This is an optimization exercise on Yosys and OpenROAD, whose aim is small area, not a production implementation.
The RTL was checked by simulation tests, not by an equivalence proof against the original design.
Power figures rest on the tool's default switching activity, not on a simulated workload.

`flow/keycode_to_ascii.mem`:
```
@00
00 00 00 00   00 00 00 00   00 00 00 00   00 09 60 00
@10
00 00 00 00   00 71 31 00   00 00 7A 73   61 77 32 00
@20
00 63 78 64   65 34 33 00   00 20 76 66   74 72 35 00
@30
00 6E 62 68   67 79 36 00   00 00 6D 6A   75 37 38 00
@40
00 2C 6B 69   6F 30 39 00   00 2E 2F 6C   3B 70 2D 00
@50
00 00 27 00   5B 3D 00 00   00 00 0A 5D   00 5C 00 00
@60
00 00 00 00   00 00 08 00   00 00 00 00   00 00 00 00
@70
00 00 00 00   00 00 1B 00   00 00 00 00   00 00 00 00
@80
00 00 00 00   00 00 00 00   00 00 00 00   00 09 7E 00
@90
00 00 00 00   00 51 21 00   00 00 5A 53   41 57 40 00
@A0
00 43 58 44   45 24 23 00   00 20 56 46   54 52 25 00
@B0
00 4E 42 48   47 59 5E 00   00 00 4D 4A   55 26 2A 00
@C0
00 3C 4B 49   4F 29 28 00   00 3E 3F 4C   3A 50 5F 00
@D0
00 00 22 00   7B 2B 00 00   00 00 0A 7D   00 7C 00 00
@E0
00 00 00 00   00 00 08 00   00 00 00 00   00 00 00 00
@F0
00 00 00 00   00 00 1B 00   00 00 00 00   00 00 00 00

```
`flow/vga_color.hex`:
```
000
F00
0F0
FF0
00F
F0F
0FF
FFF
```
`flow/vga_font.hex`:
```
000
000
000
000
000
000
000
000
000
000
000
000
000
000
000
000
000
000
0FC
102
14A
102
102
17A
132
102
102
0FC
000
000
000
000
000
000
0FC
1FE
1B6
1FE
1FE
186
1CE
1FE
1FE
0FC
000
000
000
000
000
000
000
000
06C
0FE
0FE
0FE
0FE
07C
038
010
000
000
000
000
000
000
000
000
010
038
07C
0FE
07C
038
010
000
000
000
000
000
000
000
000
030
078
078
1CE
1CE
1CE
030
030
078
000
000
000
000
000
000
000
030
078
0FC
1FE
1FE
0FC
030
030
078
000
000
000
000
000
000
000
000
000
000
030
078
078
030
000
000
000
000
000
000
1FE
1FE
1FE
1FE
1FE
1FE
1CE
186
186
1CE
1FE
1FE
1FE
1FE
1FE
1FE
000
000
000
000
000
078
0CC
084
084
0CC
078
000
000
000
000
000
1FE
1FE
1FE
1FE
1FE
186
132
17A
17A
132
186
1FE
1FE
1FE
1FE
1FE
000
000
0F0
0E0
0B0
098
03C
066
066
066
066
03C
000
000
000
000
000
000
078
0CC
0CC
0CC
0CC
078
030
0FC
030
030
000
000
000
000
000
000
1F8
198
1F8
018
018
018
018
01C
01E
00E
000
000
000
000
000
000
1FC
18C
1FC
18C
18C
18C
18C
1CC
1CE
0CE
006
000
000
000
000
000
000
030
030
1B6
078
1CE
078
1B6
030
030
000
000
000
000
000
002
006
00E
01E
03E
0FE
03E
01E
00E
006
002
000
000
000
000
000
080
0C0
0E0
0F0
0F8
0FE
0F8
0F0
0E0
0C0
080
000
000
000
000
000
000
030
078
0FC
030
030
030
0FC
078
030
000
000
000
000
000
000
000
0CC
0CC
0CC
0CC
0CC
0CC
0CC
000
0CC
0CC
000
000
000
000
000
000
1FC
1B6
1B6
1B6
1BC
1B0
1B0
1B0
1B0
1B0
000
000
000
000
000
07C
0C6
00C
038
06C
0C6
0C6
06C
038
060
0C6
07C
000
000
000
000
000
000
000
000
000
000
000
0FE
0FE
0FE
0FE
000
000
000
000
000
000
030
078
0FC
030
030
030
0FC
078
030
0FC
000
000
000
000
000
000
030
078
0FC
030
030
030
030
030
030
030
000
000
000
000
000
000
030
030
030
030
030
030
030
0FC
078
030
000
000
000
000
000
000
000
000
000
030
060
0FE
060
030
000
000
000
000
000
000
000
000
000
000
000
018
00C
0FE
00C
018
000
000
000
000
000
000
000
000
000
000
000
000
006
006
006
0FE
000
000
000
000
000
000
000
000
000
000
000
028
06C
0FE
06C
028
000
000
000
000
000
000
000
000
000
000
010
038
038
07C
07C
0FE
0FE
000
000
000
000
000
000
000
000
000
0FE
0FE
07C
07C
038
038
010
000
000
000
000
000
000
000
000
000
000
000
000
000
000
000
000
000
000
000
000
000
000
000
030
078
078
078
030
030
030
000
030
030
000
000
000
000
000
0CC
0CC
0CC
048
000
000
000
000
000
000
000
000
000
000
000
000
000
000
06C
06C
0FE
06C
06C
06C
0FE
06C
06C
000
000
000
000
030
030
07C
0C6
086
006
07C
0C0
0C0
0C2
0C6
07C
030
030
000
000
000
000
000
000
086
0C6
060
030
018
00C
0C6
0C2
000
000
000
000
000
000
038
06C
06C
038
0DC
076
066
066
066
0DC
000
000
000
000
000
018
018
018
00C
000
000
000
000
000
000
000
000
000
000
000
000
000
060
030
018
018
018
018
018
018
030
060
000
000
000
000
000
000
018
030
060
060
060
060
060
060
030
018
000
000
000
000
000
000
000
000
000
0CC
078
1FE
078
0CC
000
000
000
000
000
000
000
000
000
000
000
030
030
0FC
030
030
000
000
000
000
000
000
000
000
000
000
000
000
000
000
000
030
030
030
018
000
000
000
000
000
000
000
000
000
000
0FE
000
000
000
000
000
000
000
000
000
000
000
000
000
000
000
000
000
000
030
030
000
000
000
000
000
000
000
000
080
0C0
060
030
018
00C
006
002
000
000
000
000
000
000
038
06C
0C6
0C6
0D6
0D6
0C6
0C6
06C
038
000
000
000
000
000
000
030
038
03C
030
030
030
030
030
030
0FC
000
000
000
000
000
000
07C
0C6
0C0
060
030
018
00C
006
0C6
0FE
000
000
000
000
000
000
07C
0C6
0C0
0C0
078
0C0
0C0
0C0
0C6
07C
000
000
000
000
000
000
060
070
078
06C
066
0FE
060
060
060
0F0
000
000
000
000
000
000
0FE
006
006
006
07E
0C0
0C0
0C0
0C6
07C
000
000
000
000
000
000
038
00C
006
006
07E
0C6
0C6
0C6
0C6
07C
000
000
000
000
000
000
0FE
0C6
0C0
0C0
060
030
018
018
018
018
000
000
000
000
000
000
07C
0C6
0C6
0C6
07C
0C6
0C6
0C6
0C6
07C
000
000
000
000
000
000
07C
0C6
0C6
0C6
0FC
0C0
0C0
0C0
060
03C
000
000
000
000
000
000
000
000
030
030
000
000
000
030
030
000
000
000
000
000
000
000
000
000
030
030
000
000
000
030
030
018
000
000
000
000
000
000
000
0C0
060
030
018
00C
018
030
060
0C0
000
000
000
000
000
000
000
000
000
0FC
000
000
0FC
000
000
000
000
000
000
000
000
000
000
00C
018
030
060
0C0
060
030
018
00C
000
000
000
000
000
000
07C
0C6
0C6
060
030
030
030
000
030
030
000
000
000
000
000
000
000
07C
0C6
0C6
0F6
0F6
0F6
076
006
07C
000
000
000
000
000
000
010
038
06C
0C6
0C6
0FE
0C6
0C6
0C6
0C6
000
000
000
000
000
000
07E
0CC
0CC
0CC
07C
0CC
0CC
0CC
0CC
07E
000
000
000
000
000
000
078
0CC
086
006
006
006
006
086
0CC
078
000
000
000
000
000
000
03E
06C
0CC
0CC
0CC
0CC
0CC
0CC
06C
03E
000
000
000
000
000
000
0FE
0CC
08C
02C
03C
02C
00C
08C
0CC
0FE
000
000
000
000
000
000
0FE
0CC
08C
02C
03C
02C
00C
00C
00C
01E
000
000
000
000
000
000
078
0CC
086
006
006
0F6
0C6
0C6
0CC
0B8
000
000
000
000
000
000
0C6
0C6
0C6
0C6
0FE
0C6
0C6
0C6
0C6
0C6
000
000
000
000
000
000
078
030
030
030
030
030
030
030
030
078
000
000
000
000
000
000
0F0
060
060
060
060
060
066
066
066
03C
000
000
000
000
000
000
0CE
0CC
0CC
06C
03C
03C
06C
0CC
0CC
0CE
000
000
000
000
000
000
01E
00C
00C
00C
00C
00C
00C
08C
0CC
0FE
000
000
000
000
000
000
0C6
0EE
0FE
0FE
0D6
0C6
0C6
0C6
0C6
0C6
000
000
000
000
000
000
0C6
0CE
0DE
0FE
0F6
0E6
0C6
0C6
0C6
0C6
000
000
000
000
000
000
07C
0C6
0C6
0C6
0C6
0C6
0C6
0C6
0C6
07C
000
000
000
000
000
000
07E
0CC
0CC
0CC
07C
00C
00C
00C
00C
01E
000
000
000
000
000
000
07C
0C6
0C6
0C6
0C6
0C6
0C6
0D6
0F6
07C
060
0E0
000
000
000
000
07E
0CC
0CC
0CC
07C
06C
0CC
0CC
0CC
0CE
000
000
000
000
000
000
07C
0C6
0C6
00C
038
060
0C0
0C6
0C6
07C
000
000
000
000
000
000
0FC
0FC
0B4
030
030
030
030
030
030
078
000
000
000
000
000
000
0C6
0C6
0C6
0C6
0C6
0C6
0C6
0C6
0C6
07C
000
000
000
000
000
000
0C6
0C6
0C6
0C6
0C6
0C6
0C6
06C
038
010
000
000
000
000
000
000
0C6
0C6
0C6
0C6
0D6
0D6
0D6
0FE
0EE
06C
000
000
000
000
000
000
0C6
0C6
06C
07C
038
038
07C
06C
0C6
0C6
000
000
000
000
000
000
0CC
0CC
0CC
0CC
078
030
030
030
030
078
000
000
000
000
000
000
0FE
0C6
0C2
060
030
018
00C
086
0C6
0FE
000
000
000
000
000
000
078
018
018
018
018
018
018
018
018
078
000
000
000
000
000
000
000
002
006
00E
01C
038
070
0E0
0C0
080
000
000
000
000
000
000
078
060
060
060
060
060
060
060
060
078
000
000
000
000
010
038
06C
0C6
000
000
000
000
000
000
000
000
000
000
000
000
000
000
000
000
000
000
000
000
000
000
000
000
000
1FE
000
000
018
018
030
000
000
000
000
000
000
000
000
000
000
000
000
000
000
000
000
000
000
03C
060
07C
066
066
066
0DC
000
000
000
000
000
000
00E
00C
00C
03C
06C
0CC
0CC
0CC
0CC
07C
000
000
000
000
000
000
000
000
000
07C
0C6
006
006
006
0C6
07C
000
000
000
000
000
000
070
060
060
078
06C
066
066
066
066
0DC
000
000
000
000
000
000
000
000
000
07C
0C6
0FE
006
006
0C6
07C
000
000
000
000
000
000
038
06C
04C
00C
01E
00C
00C
00C
00C
01E
000
000
000
000
000
000
000
000
000
0DC
066
066
066
066
066
07C
060
066
03C
000
000
000
00E
00C
00C
06C
0DC
0CC
0CC
0CC
0CC
0CE
000
000
000
000
000
000
030
030
000
038
030
030
030
030
030
078
000
000
000
000
000
000
0C0
0C0
000
0E0
0C0
0C0
0C0
0C0
0C0
0C0
0CC
0CC
078
000
000
000
00E
00C
00C
0CC
06C
03C
03C
06C
0CC
0CE
000
000
000
000
000
000
038
030
030
030
030
030
030
030
030
078
000
000
000
000
000
000
000
000
000
06E
0FE
0D6
0D6
0D6
0D6
0C6
000
000
000
000
000
000
000
000
000
076
0CC
0CC
0CC
0CC
0CC
0CC
000
000
000
000
000
000
000
000
000
07C
0C6
0C6
0C6
0C6
0C6
07C
000
000
000
000
000
000
000
000
000
076
0CC
0CC
0CC
0CC
0CC
07C
00C
00C
01E
000
000
000
000
000
000
0DC
066
066
066
066
066
07C
060
060
0F0
000
000
000
000
000
000
076
0DC
0CC
00C
00C
00C
01E
000
000
000
000
000
000
000
000
000
07C
0C6
00C
038
060
0C6
07C
000
000
000
000
000
000
010
018
018
07E
018
018
018
018
0D8
070
000
000
000
000
000
000
000
000
000
066
066
066
066
066
066
0DC
000
000
000
000
000
000
000
000
000
0CC
0CC
0CC
0CC
0CC
078
030
000
000
000
000
000
000
000
000
000
0C6
0C6
0D6
0D6
0D6
0FE
06C
000
000
000
000
000
000
000
000
000
0C6
06C
038
038
038
06C
0C6
000
000
000
000
000
000
000
000
000
0C6
0C6
0C6
0C6
0C6
0C6
0FC
0C0
060
03E
000
000
000
000
000
000
0FE
066
030
018
00C
0C6
0FE
000
000
000
000
000
000
0E0
030
030
030
01C
030
030
030
030
0E0
000
000
000
000
000
000
030
030
030
030
000
030
030
030
030
030
000
000
000
000
000
000
01C
030
030
030
0E0
030
030
030
030
01C
000
000
000
000
000
000
0DC
076
000
000
000
000
000
000
000
000
000
000
000
000
000
000
000
000
010
038
06C
0C6
0C6
0C6
0FE
000
000
000
000
000
000
000
010
038
06C
0C6
0C6
0FE
0C6
0C6
0C6
0C6
000
000
000
000
000
000
07E
0CC
0CC
0CC
07C
0CC
0CC
0CC
0CC
07E
000
000
000
000
000
000
0FE
086
006
006
006
006
006
006
006
006
000
000
000
000
000
000
010
038
06C
0C6
0C6
0C6
0C6
0C6
0C6
0FE
000
000
000
000
000
000
0FE
0CC
08C
02C
03C
02C
00C
08C
0CC
0FE
000
000
000
000
000
000
0FE
0C6
0C2
060
030
018
00C
086
0C6
0FE
000
000
000
000
000
000
0C6
0C6
0C6
0C6
0FE
0C6
0C6
0C6
0C6
0C6
000
000
000
000
000
000
07C
0C6
0C6
0C6
0FE
0C6
0C6
0C6
0C6
07C
000
000
000
000
000
000
078
030
030
030
030
030
030
030
030
078
000
000
000
000
000
000
0CE
0CC
0CC
06C
03C
03C
06C
0CC
0CC
0CE
000
000
000
000
000
000
010
038
06C
0C6
0C6
0C6
0C6
0C6
0C6
0C6
000
000
000
000
000
000
0C6
0EE
0FE
0FE
0D6
0C6
0C6
0C6
0C6
0C6
000
000
000
000
000
000
0C6
0CE
0DE
0FE
0F6
0E6
0C6
0C6
0C6
0C6
000
000
000
000
000
000
0FE
082
000
000
07C
000
000
000
082
0FE
000
000
000
000
000
000
07C
0C6
0C6
0C6
0C6
0C6
0C6
0C6
0C6
07C
000
000
000
000
000
000
0FE
0C6
0C6
0C6
0C6
0C6
0C6
0C6
0C6
0C6
000
000
000
000
000
000
07E
0CC
0CC
0CC
07C
00C
00C
00C
00C
01E
000
000
000
000
000
000
0FE
0C6
08C
018
030
030
018
08C
0C6
0FE
000
000
000
000
000
000
0FC
0FC
0B4
030
030
030
030
030
030
078
000
000
000
000
000
000
0CC
0CC
0CC
0CC
078
030
030
030
030
078
000
000
000
000
000
000
07C
0D6
0D6
0D6
0D6
0D6
07C
010
010
07C
000
000
000
000
000
000
0C6
0C6
06C
07C
038
038
07C
06C
0C6
0C6
000
000
000
000
000
000
0D6
0D6
0D6
0D6
0D6
0D6
07C
010
010
07C
000
000
000
000
000
000
07C
0C6
0C6
0C6
0C6
0C6
0EE
06C
06C
0EE
000
000
000
000
000
000
000
000
000
0DC
066
066
066
066
066
0DC
000
000
000
000
000
000
03C
066
066
066
03E
066
066
066
066
03E
006
006
006
000
000
000
000
000
000
0C6
0C6
0C6
0C6
06C
038
06C
0C6
0C6
07C
000
000
000
07E
006
00C
018
030
07C
0C6
0C6
0C6
07C
000
000
000
000
000
000
000
000
000
0FC
006
006
07C
006
006
0FC
000
000
000
000
000
000
0FE
060
030
018
00C
006
006
006
006
07C
0C0
0C0
078
000
000
000
000
000
000
076
0CC
0CC
0CC
0CC
0CC
0CC
000
000
000
000
000
000
03C
066
060
060
07C
066
066
066
066
03C
000
000
000
000
000
000
000
000
000
030
030
030
030
030
030
0E0
000
000
000
000
000
000
000
000
000
0CE
06C
03C
03C
06C
0CC
0CE
000
000
000
000
000
000
07C
0C6
0C0
0C0
0F8
0CC
0C6
0C6
0C6
0C6
000
000
000
000
000
000
000
000
000
066
066
066
066
066
066
0DE
006
006
006
000
000
000
000
000
000
0CC
0CC
0CC
0CC
0CC
078
030
000
000
000
000
000
000
0FE
060
030
018
00C
00C
078
00C
006
07C
0C0
0C0
078
000
000
000
000
000
000
07C
0C6
0C6
0C6
0C6
0C6
07C
000
000
000
000
000
000
000
000
000
0FE
0C6
0C6
0C6
0C6
0C6
0C6
000
000
000
000
000
000
000
000
000
078
0CC
0CC
0CC
0CC
0CC
07C
00C
00C
00C
000
000
000
000
000
000
0FC
066
066
066
066
066
03C
000
000
000
000
000
000
000
000
000
07C
0C6
006
07C
0C0
0C6
07C
000
000
000
000
000
000
000
000
000
07E
018
018
018
018
0D8
070
000
000
000
000
000
000
000
000
000
0C6
0C6
0C6
0C6
0C6
0C6
07C
000
000
000
000
000
000
000
000
000
07C
006
076
0D6
0D6
0D6
07C
010
010
010
000
000
000
000
000
000
0C6
06C
038
038
038
06C
0C6
000
000
000
000
000
000
000
000
000
0D6
0D6
0D6
0D6
0D6
0D6
07C
010
010
010
000
044
110
044
110
044
110
044
110
044
110
044
110
044
110
044
110
154
0AB
154
0AB
154
0AB
154
0AB
154
0AB
154
0AB
154
0AB
154
0AB
177
1DC
177
1DC
177
1DC
177
1DC
177
1DC
177
1DC
177
1DC
177
1DC
031
031
031
031
031
031
031
031
031
031
031
031
031
031
031
031
030
030
030
030
030
030
030
03E
030
030
030
030
030
030
030
030
030
030
030
030
030
03E
030
03E
030
030
030
030
030
030
030
030
0D8
0D8
0D8
0D8
0D8
0D8
0D8
0DE
0D8
0D8
0D8
0D8
0D8
0D8
0D8
0D8
000
000
000
000
000
000
000
0FE
0D8
0D8
0D8
0D8
0D8
0D8
0D8
0D8
000
000
000
000
000
03E
030
03E
030
030
030
030
030
030
030
030
0D8
0D8
0D8
0D8
0D8
0DE
0C0
0DE
0D8
0D8
0D8
0D8
0D8
0D8
0D8
0D8
0D8
0D8
0D8
0D8
0D8
0D8
0D8
0D8
0D8
0D8
0D8
0D8
0D8
0D8
0D8
0D8
000
000
000
000
000
0FE
0C0
0DE
0D8
0D8
0D8
0D8
0D8
0D8
0D8
0D8
0D8
0D8
0D8
0D8
0D8
0DE
0C0
0FE
000
000
000
000
000
000
000
000
0D8
0D8
0D8
0D8
0D8
0D8
0D8
0FE
000
000
000
000
000
000
000
000
030
030
030
030
030
03E
030
03E
000
000
000
000
000
000
000
000
000
000
000
000
000
000
000
03E
030
030
030
030
030
030
030
030
030
030
030
030
030
030
030
1F0
000
000
000
000
000
000
000
000
030
030
030
030
030
030
030
1FF
000
000
000
000
000
000
000
000
000
000
000
000
000
000
000
1FF
030
030
030
030
030
030
030
030
030
030
030
030
030
030
030
1F1
030
030
030
030
030
030
030
030
000
000
000
000
000
000
000
1FF
000
000
000
000
000
000
000
000
030
030
030
030
030
030
030
1FF
030
030
030
030
030
030
030
030
030
030
030
030
030
1F0
030
1F1
030
030
030
030
030
030
030
030
0D8
0D8
0D8
0D8
0D8
0D9
0D8
1D9
0D8
0D8
0D8
0D8
0D8
0D8
0D8
0D8
0D8
0D8
0D8
0D8
0D8
1D8
018
1F9
000
000
000
000
000
000
000
000
000
000
000
000
000
1F9
018
1D9
0D8
0D8
0D8
0D8
0D8
0D8
0D8
0D8
0D8
0D8
0D8
0D8
0D8
1DF
000
1FF
000
000
000
000
000
000
000
000
000
000
000
000
000
1FF
000
1DF
0D8
0D8
0D8
0D8
0D8
0D8
0D8
0D8
0D8
0D8
0D8
0D8
0D8
1D9
018
1D9
0D8
0D8
0D8
0D8
0D8
0D8
0D8
0D8
000
000
000
000
000
1FF
000
1FF
000
000
000
000
000
000
000
000
0D8
0D8
0D8
0D8
0D8
1DF
000
1DF
0D8
0D8
0D8
0D8
0D8
0D8
0D8
0D8
030
030
030
030
030
1FF
000
1FF
000
000
000
000
000
000
000
000
0D8
0D8
0D8
0D8
0D8
0D9
0D8
1FF
000
000
000
000
000
000
000
000
000
000
000
000
000
1FE
000
1FF
030
030
030
030
030
030
030
030
000
000
000
000
000
001
000
1FF
0D8
0D8
0D8
0D8
0D8
0D8
0D8
0D8
0D8
0D8
0D8
0D8
0D8
0D8
0D8
1F9
000
000
000
000
000
000
000
000
030
030
030
030
030
1F0
030
1F1
000
000
000
000
000
000
000
000
000
000
000
000
000
1F1
030
1F1
030
030
030
030
030
030
030
030
000
000
000
000
000
001
000
1F9
0D8
0D8
0D8
0D8
0D8
0D8
0D8
0D8
0D8
0D8
0D8
0D8
0D8
0D8
0D8
1FF
0D8
0D8
0D8
0D8
0D8
0D8
0D8
0D8
030
030
030
030
030
1FE
030
1FF
030
030
030
030
030
030
030
030
030
030
030
030
030
031
030
03F
000
000
000
000
000
000
000
000
000
000
000
000
000
000
000
1F0
030
030
030
030
030
030
030
030
1FE
1FE
1FE
1FE
1FE
1FE
1FE
1FF
1FE
1FE
1FE
1FE
1FE
1FE
1FE
1FE
001
001
001
001
001
001
001
1FF
1FF
1FF
1FF
1FF
1FF
1FF
1FF
1FF
01E
01E
01E
01E
01E
01E
01E
01F
01F
01F
01F
01F
01F
01F
01F
01F
1E0
1E0
1E0
1E0
1E0
1E0
1E0
1E0
1E0
1E0
1E0
1E0
1E0
1E0
1E0
1E0
1FF
1FF
1FF
1FF
1FF
1FF
1FF
001
001
001
001
001
001
001
001
001
000
000
000
000
000
06C
0C6
0D6
0D6
0D6
0D6
06C
000
000
000
000
000
060
030
018
000
0DC
066
066
066
066
066
0DC
000
000
000
000
000
0C0
060
030
000
0FC
006
006
07C
006
006
0FC
000
000
000
000
000
0C0
060
030
000
076
0CC
0CC
0CC
0CC
0CC
0CC
000
000
000
000
000
000
0CC
0CC
000
030
030
030
030
030
030
0E0
000
000
000
000
000
0C0
060
030
000
030
030
030
030
030
030
0E0
000
000
000
000
000
0C0
060
030
000
07C
0C6
0C6
0C6
0C6
0C6
07C
000
000
000
000
000
0C0
060
030
000
0C6
0C6
0C6
0C6
0C6
0C6
07C
000
000
000
000
000
000
0C6
0C6
000
0C6
0C6
0C6
0C6
0C6
0C6
07C
000
000
000
000
000
0C0
060
030
000
06C
0C6
0D6
0D6
0D6
0D6
06C
000
000
000
000
00C
006
012
038
06C
0C6
0C6
0FE
0C6
0C6
0C6
0C6
000
000
000
000
00C
006
0FA
098
018
018
0F8
018
018
018
098
0F8
000
000
000
000
030
030
0D6
0C6
0C6
0C6
0FE
0C6
0C6
0C6
0C6
0C6
000
000
000
000
00C
006
07A
030
030
030
030
030
030
030
030
078
000
000
000
000
00C
006
07A
0CC
0CC
0CC
0CC
0CC
0CC
0CC
0CC
078
000
000
000
000
060
030
0CC
0CC
0CC
0CC
078
030
030
030
030
078
000
000
000
000
00C
006
07A
0CC
0CC
0CC
0CC
0CC
078
000
000
0FC
000
000
000
000
000
000
000
000
030
030
0FC
030
030
000
000
1FE
000
000
000
000
000
000
000
018
030
060
0C0
060
030
018
000
0FC
000
000
000
000
000
000
000
060
030
018
00C
018
030
060
000
0FC
000
000
000
000
0C6
0C6
038
030
030
030
030
030
030
030
030
078
000
000
000
000
0C6
0C6
000
0CC
0CC
0CC
078
030
030
030
030
078
000
000
000
000
000
000
000
000
030
030
000
0FC
000
030
030
000
000
000
000
000
000
000
000
000
000
0DC
076
000
0DC
076
000
000
000
000
000
000
000
038
06C
06C
038
000
000
000
000
000
000
000
000
000
000
000
000
000
000
000
000
000
000
030
030
000
000
000
000
000
000
000
000
000
000
000
000
000
000
000
030
000
000
000
000
000
000
000
000
1E0
060
060
060
060
060
06E
06C
06C
078
070
000
000
000
000
000
036
06C
06C
06C
06C
06C
000
000
000
000
000
000
000
000
000
000
01C
036
018
00C
026
03E
000
000
000
000
000
000
000
000
000
000
000
000
000
07C
07C
07C
07C
07C
07C
07C
000
000
000
000
000
000
000
000
000
000
000
000
000
000
000
000
000
000
000
000
000
```
`flow/run.sh`:
```
#!/bin/bash
# synth_recipe.tcl (not shown) runs the flow's synth.tcl, then flattens the netlist and writes it again
# the make line also repeats each setting of config.mk as NAME=value (left out here)
make -C /OpenROAD-flow-scripts/flow DESIGN_CONFIG=/design/flow/config.mk WORK_HOME=/design/flow/orfs CLKGATE_MAP_FILE= SYNTH_SCRIPT=/design/flow/synth_recipe.tcl finish
```
`flow/config.mk`:
```
export PLATFORM = sky130hd
export DESIGN_NAME = nvdl_term
export DESIGN_NICKNAME = nvdl_term
export VERILOG_FILES = /design/flow/design.v
export SDC_FILE = /design/flow/constraint.sdc
export NUM_CORES = 4
export LEC_CHECK = 0
export CAP_MARGIN = 30
export CORE_MARGIN = 2
export CORE_UTILIZATION = 25
export SLEW_MARGIN = 30
export SYNTH_MEMORY_MAX_BITS = 65536
```
`flow/constraint.sdc`:
```
create_clock -name core_clock -period 12.0 [get_ports {clk}]
set_input_delay 2.4000 -clock core_clock [delete_from_list [all_inputs] [get_ports {clk}]]
set_output_delay 2.4000 -clock core_clock [all_outputs]
set_load 0.01 [all_outputs]
```
`flow/design.v`:
```
module ps2_keyboard(
    input clk,
    input rst,
    input ps2_clk,
    input ps2_data,
    input next,
    output reg ready, overflow,
    output [7:0] data
);
reg [9:0] buffer;
reg [7:0] fifo[7:0];
reg [2:0] w_ptr, r_ptr;
reg [3:0] count;
reg [2:0] ps2_clk_sync;
always @(posedge clk) begin
    ps2_clk_sync <= {ps2_clk_sync[1:0], ps2_clk};
end
wire sampling = ps2_clk_sync[2] & ~ps2_clk_sync[1];
always @(posedge clk) begin
    if (rst) begin
        count <= 0;
        w_ptr <= 0;
        r_ptr <= 0;
        overflow <= 0;
        ready <= 0;
        fifo[0] <= 0; fifo[1] <= 0; fifo[2] <= 0; fifo[3] <= 0;
        fifo[4] <= 0; fifo[5] <= 0; fifo[6] <= 0; fifo[7] <= 0;
    end else begin
        if (ready) begin
            if (next) begin
                r_ptr <= r_ptr + 1;
                if (w_ptr == r_ptr + 3'b1)
                    ready <= 0;
            end
        end
        if (sampling) begin
            if (count == 4'd10) begin
                if ((buffer[0] == 0) && (ps2_data) && (^buffer[9:1])) begin
                    fifo[w_ptr] <= buffer[8:1];
                    w_ptr <= w_ptr + 1;
                    ready <= 1;
                    overflow <= overflow | (r_ptr == w_ptr + 3'b1);
                end
                count <= 0;
            end else begin
                buffer[count] <= ps2_data;
                count <= count + 1;
            end
        end
    end
end
assign data = fifo[r_ptr];
endmodule
module keyboard(
    input clk,
    input rst,
    input ready,
    input overflow,
    input [7:0] data,
    output reg set_rst,
    output reg set_next,
    output reg ctrl,
    output reg alt,
    output reg shift,
    output reg caps,
    output reg [7:0] key
);
parameter S0 = 0, S1 = 1;
parameter k_ctrl = 8'h14, k_alt = 8'h11, k_shift = 8'h12, k_break = 8'hF0, k_caps = 8'h58;
reg [2:0] state;
always @(posedge clk) begin
    if (rst) begin
        state <= S0;
        set_rst <= 1;
        set_next <= 0;
        ctrl <= 0;
        alt <= 0;
        shift <= 0;
        caps <= 0;
        key <= 0;
    end else if (overflow) begin
        set_rst <= 1;
    end else if (set_rst) begin
        set_rst <= 0;
    end else if (set_next) begin
        set_next <= 0;
    end else begin
        if (state == S0) begin  
            if (ready) begin
                set_next <= 1;
                if (data == k_break) begin
                    state <= S1;
                end else if (data == k_ctrl) begin
                    ctrl <= 1;
                    state <= S0;
                end else if (data == k_alt) begin
                    alt <= 1;
                    state <= S0;
                end else if (data == k_shift) begin
                    shift <= 1;
                    state <= S0;
                end else if (data == k_caps) begin
                    caps <= ~caps;
                    state <= S0;
                end else begin
                    key <= data;
                    state <= S0;
                end
             end else begin
                key <= key;
             end
        end else if (state == S1) begin
            if (ready) begin
                set_next <= 1;
                state <= S0;
                if (data == k_break) begin
                    set_rst <= 1;
                end else if (data == k_ctrl) begin
                    ctrl <= 0;
                end else if (data == k_alt) begin
                    alt <= 0;
                end else if (data == k_shift) begin
                    shift <= 0;
                end else if (data == k_caps) begin
                    caps <= caps;
                end else begin
                    key <= 0;
                end
            end else begin
                key <= key;
            end
        end else begin
            state <= S0;
            key <= 0;
        end
    end
end
endmodule
module keycode_to_ascii(
    input [7:0] keycode,
    input shift,
    output valid,
    output [7:0] ascii
);
    reg [7:0] rom [0:255];
    wire [7:0] shifted_keycode = keycode | ({7'b0, shift} << 7);
    initial begin
        $readmemh("keycode_to_ascii.mem", rom, 0, 255);
    end
    assign ascii = rom[shifted_keycode];
    assign valid = |ascii;
endmodule
module terminal(
  input clk,
  input rst,
  input in_valid,
  input [7:0] in_ascii,
  output reg we,
  output reg [4:0] wr_addr,
  output reg [6:0] wc_addr,
  output [2:0] fg_color,
  output [2:0] bg_color,
  output [7:0] w_ascii
);
parameter ascii_enter = 8'h0A;
assign fg_color = 3'd7;
assign bg_color = 3'd0;
parameter S0 = 2'b00, S1 = 2'b01, S2 = 2'b11;
reg [1:0] state;
reg [31:0] cnt;
reg [7:0] last_ascii;
always @(posedge clk) begin
  if (rst) begin
    wr_addr <= 0;
    wc_addr <= 0;
    we <= 1;
    state <= S0;
  end else if (we == 1) begin
    we <= 0;
  end else begin
    if (state == S0) begin
      if (in_valid) begin
        state <= S1;
        last_ascii <= in_ascii;
        if (in_ascii == ascii_enter) begin
          if (wr_addr == 5'd29) begin
            wr_addr <= 0;
          end else begin
            wr_addr <= wr_addr + 1;
          end
          wc_addr <= 0;
        end else begin
          we <= 1;
        end
      end
    end else if (state == S1) begin
      we <= 0;
      state <= S2;
      cnt <= 0;
      if (last_ascii != ascii_enter) begin
        if (wc_addr == 7'd69) begin
          if (wr_addr == 5'd29) begin
            wc_addr <= 0;
            wr_addr <= 0;
          end else begin
            wc_addr <= 0;
            wr_addr <= wr_addr + 1;
          end
        end else begin
          wc_addr <= wc_addr + 1;
        end
      end
    end else if (state == S2) begin
      if (!in_valid) begin
        state <= S0;
      end else if ((in_ascii != last_ascii) || cnt == 32'd49999) begin
        state <= S0;
      end else begin
        cnt <= cnt + 1;
      end
    end
  end
end
assign w_ascii = in_ascii;
endmodule
module vga_ctrl(
    input pclk,
    input reset,
    input [11:0] vga_data,
    output [9:0] h_addr,
    output [9:0] v_addr,
    output hsync,
    output vsync,
    output valid,
    output [3:0] vga_r,
    output [3:0] vga_g,
    output [3:0] vga_b
);
parameter h_frontporch = 96;
parameter h_active = 144;
parameter h_backporch = 784;
parameter h_total = 800;
parameter v_frontporch = 2;
parameter v_active = 35;
parameter v_backporch = 515;
parameter v_total = 525;
reg [9:0] x_cnt;
reg [9:0] y_cnt;
wire h_valid;
wire v_valid;
always @(posedge pclk) begin
    if (reset == 1'b1) begin
        x_cnt <= 1;
        y_cnt <= 1;
    end
    else begin
        if (x_cnt == h_total) begin
            x_cnt <= 1;
            if (y_cnt == v_total)
                y_cnt <= 1;
            else
                y_cnt <= y_cnt + 1;
        end
        else
            x_cnt <= x_cnt + 1;
    end
end
assign hsync = (x_cnt > h_frontporch);
assign vsync = (y_cnt > v_frontporch);
assign h_valid = (x_cnt > h_active) & (x_cnt <= h_backporch);
assign v_valid = (y_cnt > v_active) & (y_cnt <= v_backporch);
assign valid = h_valid & v_valid;
assign h_addr = h_valid ? (x_cnt - 10'd145) : {10{1'b0}};
assign v_addr = v_valid ? (y_cnt - 10'd36) : {10{1'b0}};
assign {vga_r, vga_g, vga_b} = (valid) ? vga_data : 12'b0;
endmodule
module vga_bitmap(
  input [7:0] ascii,
  input [3:0] ir_addr,
  input [3:0] ic_addr,
  output vga_bit
);
reg [11:0] bitmap [4095:0];
initial begin
  $readmemh("vga_font.hex", bitmap);
end
wire [11:0] pixel_row;
assign pixel_row = bitmap[{ascii, ir_addr}];
assign vga_bit = pixel_row[ic_addr];
endmodule
module vga_render(
  input [2:0] fg_color,
  input [2:0] bg_color,
  input vga_bit,
  output [11:0] vga_data
);
reg [11:0] palette [7:0];
initial begin
  $readmemh("vga_color.hex", palette);
end
assign vga_data = 
  (vga_bit) ? 
  palette[fg_color] : 
  palette[bg_color];
endmodule
module nvdl_term (
  input clk,
  input rst,
  input ps2_clk,
  input ps2_dat,
  output vram_we,
  output [11:0] vram_waddr,
  output [7:0] vram_wascii,
  output [2:0] vram_wfg,
  output [2:0] vram_wbg,
  output [11:0] vram_raddr,
  input [7:0] vram_rascii,
  input [2:0] vram_rfg,
  input [2:0] vram_rbg,
  output [3:0] vga_r,
  output [3:0] vga_g,
  output [3:0] vga_b,
  output vga_hs,
  output vga_vs,
  output vga_valid
);
wire [11:0] VGA_DATA;
wire [9:0] VGA_HADDR, VGA_VADDR;
vga_ctrl vga_ctrl(
  .pclk(clk),
  .reset(rst),
  .vga_data(VGA_DATA),
  .h_addr(VGA_HADDR),
  .v_addr(VGA_VADDR),
  .hsync(vga_hs),
  .vsync(vga_vs),
  .valid(vga_valid),
  .vga_r(vga_r),
  .vga_g(vga_g),
  .vga_b(vga_b)
);
wire [2:0] fg_color, bg_color, w_fg_color, w_bg_color;
wire [7:0] ascii, w_ascii;
wire vga_bit;
wire [4:0] r_addr, wr_addr;
wire [6:0] c_addr, wc_addr;
wire [3:0] ir_addr;
wire [3:0] ic_addr;
assign r_addr = VGA_VADDR[8:4];
assign c_addr = VGA_HADDR / 9;
assign ir_addr = VGA_VADDR[3:0];
assign ic_addr = VGA_HADDR % 9;
wire cmem_we;
vga_render vga_render(
  .fg_color(fg_color),
  .bg_color(bg_color),
  .vga_bit(vga_bit),
  .vga_data(VGA_DATA)
);
assign vram_raddr = {c_addr, r_addr};
assign ascii = vram_rascii;
assign fg_color = vram_rfg;
assign bg_color = vram_rbg;
assign vram_we = cmem_we;
assign vram_waddr = {wc_addr, wr_addr};
assign vram_wascii = w_ascii;
assign vram_wfg = w_fg_color;
assign vram_wbg = w_bg_color;
vga_bitmap vga_bitmap(
  .ascii(ascii),
  .ir_addr(ir_addr),
  .ic_addr(ic_addr),
  .vga_bit(vga_bit)
);
wire valid;
wire [7:0] in_ascii;
terminal terminal(
  .clk(clk),
  .rst(rst),
  .we(cmem_we),
  .wr_addr(wr_addr),
  .wc_addr(wc_addr),
  .fg_color(w_fg_color),
  .bg_color(w_bg_color),
  .w_ascii(w_ascii),
  .in_valid(valid),
  .in_ascii(in_ascii)
);
wire ready, next, overflow;
wire [7:0] data;
wire set_rst;
wire ctrl, alt, shift, caps;
wire [7:0] key;
ps2_keyboard ps2_keyboard(
    .clk(clk),
    .rst(set_rst),
    .ps2_clk(ps2_clk),
    .ps2_data(ps2_dat),
    .next(next),
    .ready(ready),
    .overflow(overflow),
    .data(data)
);
keyboard keyboard(
    .clk(clk),
    .rst(rst),
    .ready(ready),
    .overflow(overflow),
    .data(data),
    .set_rst(set_rst),
    .set_next(next),
    .ctrl(ctrl),
    .alt(alt),
    .shift(shift),
    .caps(caps),
    .key(key)
);
keycode_to_ascii conventer(
    .keycode(key),
    .shift(shift | caps),
    .valid(valid),
    .ascii(in_ascii)
);
endmodule
```
==> run summary <==
power breakdown:
part	switching, mW	internal [mW]
clock network	0.308	0.292
logic	0.465	0.170
registers	0.00819	0.656
total	0.782	1.12
layer usage:
| metal | GRT usage, % | part of all wire [%] | vias up | wire (µm) |
|---|---|---|---|---|
| li1 | - | - | 13560 | - |
| met3 | 18.29 | 14 | 698 | 29950 |
| met2 | 53.17 | 37 | 2795 | 77840 |
| met5 | 1.136 | 0.13 | - | 270 |
| met4 | 25.15 | 7.8 | 39 | 16230 |
| met1 | 53.40 | 41 | 16750 | 85000 |
area by class of cell:
cell class / count / area [µm²]
tap: 1276 / 1597
multi-input combinational: 2943 / 18250
inverter: 66 / 251.5
clock inverter: 15 / 215.2
clock buffer: 17 / 425.4
timing repair buffer: 400 / 3349
sequential: 179 / 4717
fill: 10660 / 67710
antenna: 18 / 45.04
synth_stat cells, types with 37 or more instances:
cell type    n
a211oi_1    54
a21oi_1    325
a311oi_1    41
a31oi_1     85
and2_1      79
buf_1       40
clkbuf_1   286
dfxtp_1     66
edfxtp_1   113
ha_1        62
inv_1       58
mux2i_1     42
nand2_1    416
nand3_1    128
nor2_1     402
nor3_1      92
o211ai_1    68
o21ai_0    326
o221ai_1    37
o22ai_1     37
o31ai_1     43
xnor2_1     46
xor2_1      44
state kept, by name, indices dropped and copies added (netlist names), 4 cells and up, named ones only:
register and cells:
ps2_keyboard.fifo 64, vga_ctrl.x_cnt 10, terminal.last_ascii 7, terminal.wc_addr 7
terminal.wr_addr 5, keyboard.key 8, vga_ctrl.y_cnt 10, ps2_keyboard.buffer 10
ps2_keyboard.count 4, terminal.cnt 32
final timing paths:
path                                  end  slack [ns]  cells after the start
max                              vga_r[2]        0.55                     35
min          ps2_keyboard.ps2_clk_sync[1]        0.33                      0
max reg2reg              terminal.cnt[16]        6.29                     16
min reg2reg  ps2_keyboard.ps2_clk_sync[1]        0.33                      0
timing repair:
action,CTS,global route
endpoints found under the setup margin,12,12
resized for setup,6,18
pin swaps,0,2
endpoints found under the hold margin,0,0
kinds of logic (layout without fill, tap and decap cells):
family	after synthesis	count (layout)	share of synthesized area (%)
AOI/OAI and AO/OA	1382	1382	37.90
and+or+nand+nor	1327	1327	25.20
buffers and inverters	415	498	6.796
DFF	179	179	19.40
xor gates and xnor gates	90	90	3.244
muxes	73	73	4.155
adders and majority gates	64	64	3.275
other	2	25	0.03090
==> out/metrics.cfg <==
[run_status]
status = no timing/DRC/antenna violations

[synthesis]
syn_area_mm2 = 0.02430
synth_top_area_cell = edfxtp_1
seq_area_frac_synth_pct = 19.40
synth_area_leaders = edfxtp_1 (14%), o21ai_0 (6.7%), a21oi_1 (6.7%)
yosysUniqueCellTypes = 100
synth-main-ff-cell = edfxtp_1
syn_area_per_cell_um2 = 6.880
synthArstFlopShare_pct = 0
synth_top_area_share_pct = 13.96
ys_ff_latch = 179
ys_warn_count = 7
synth_edf_count = 113
synthCells = 3532

[setup_path]
path_delay_family = compound AO/OA/AOI/OAI gates
cp-end-kind = primary output
path_common_cell = ha_1
worst_setup_path_start_kind = flip-flop
crit_fanout = 9
reg2reg_from = keyboard.key[1]
crit_path_top_delay_cell = clkdlybuf4s50_1
critical_path_class = reg2out
crit_arrival_ns = 9.05
worstPathRequired_ns = 9.60
critPathBufInv = 3
startpoint = vga_ctrl.x_cnt[0]
cpPeakStageDelay_ns = 0.58

[placed_design]
port-buffer-count = 64
gp_congestion = 1.130
placedCellCount = 4864
dp_hpwl_um = 156900
placed_area_mm2 = 0.02804
dpl_worst_slack_ns = 0.2647

[finish]
final_cell_mix = nand2_1 (412), nor2_1 (392), a21oi_1 (323)
fin_cells = 4914
final_util_pct = 29.88
syn_to_final_growth_pct = 18.73
stdcell_area_mm2 = 0.02885
final_nets = 3687
final_common_cell = nand2_1
drive_above_1_share_pct = 14.34

[power_and_ir_drop]
finalPower_mw = 1.899
cellLeakagePower_nw = 10.35
peakVddDrop_mv = 0.1050
power_density_mw_per_mm2 = 65.80

[route]
via_per_inst = 6.887
drc_errors = 0
dr.pass1.iters = 6
vias = 33840
route.antenna.remaining_nets = 0
dr.first_iter.drc_count = 5771
wire_per_inst_um = 42.59
drt-total-wl_um = 209300

[clock_tree]
clkSlewWorstSetupHoldPaths_ns = 0.08
cts_made_buffers = 17
cts_tree = built
cts_buffer_depth = 2
htreeDepth = 4
cts_root_buf = clkbuf_16
clock_sinks = 179
postCtsSetupBuffers = 0
insertion_delay_ns = 0.46
postCtsHoldBufs = 0

[hold_path]
hold_path.class = reg2reg
hold_path_startpoint = ps2_keyboard.ps2_clk_sync[0]

[timing]
fin_crit_sh_pct = 95.41
setup-tns-final_ns = 0
slew_headroom_pct = 18.00
fin_ws_ns = 0.5504
hold_viol_final = 0
period_needed_ns = 11.45
max_freq_ghz = 0.08734
slew_violations = 0
fin_hold_ws_ns = 0.3327
skew_ns = 0.02024
setup_viol = 0
max_slew.worst_pin.slew_ns = 1.226

[global_route]
antenna_found_initial = 34
grt_max_degree = 73
grt_pass1_vias = 30810
gr-usage-all-layers_pct = 40.65
grt_pass1_wl_um = 278800
grt_overflow = 0

[floorplan]
core_region_area_mm2 = 0.09657
dieArea_mm2 = 0.09971
row_count = 114
io_pins = 72
die_h_um = 315.8
die_x_um = 315.8
initial_core_util_pct = 25.17

[flow_run]
cap_violations = 0

-- separate check: timing with driven ports --
Ports are ideal in the flow. The routed layout listed here was re-timed in OpenROAD.
Step 1 (the two cells are an assumption about what drives the block):
set clk [get_ports {clk}]
set_driving_cell -lib_cell sky130_fd_sc_hd__clkbuf_16 $clk
set_driving_cell -lib_cell sky130_fd_sc_hd__buf_2 [delete_from_list [all_inputs] $clk]
Step 2, shift: input delay + t, output delay - t, t = (earliest + latest rising clock arrival at the registers) / 2. This alone moves slack from input paths to output paths.
Three values: no drivers, after step 1, after step 2; two values: the first two.
t, ns: 0.510
setup slack, ns: 0.550 / 0.495 / 1.005
hold WS [ns]: 0.333 / 0.333 / 0.333
slew at the worst register clock pin (ns): 0.09 / 0.09
After both steps setup and hold are still met in this run. For this run, drivers alone change the setup slack by -0.055 ns; drivers and shift together by +0.455 ns.
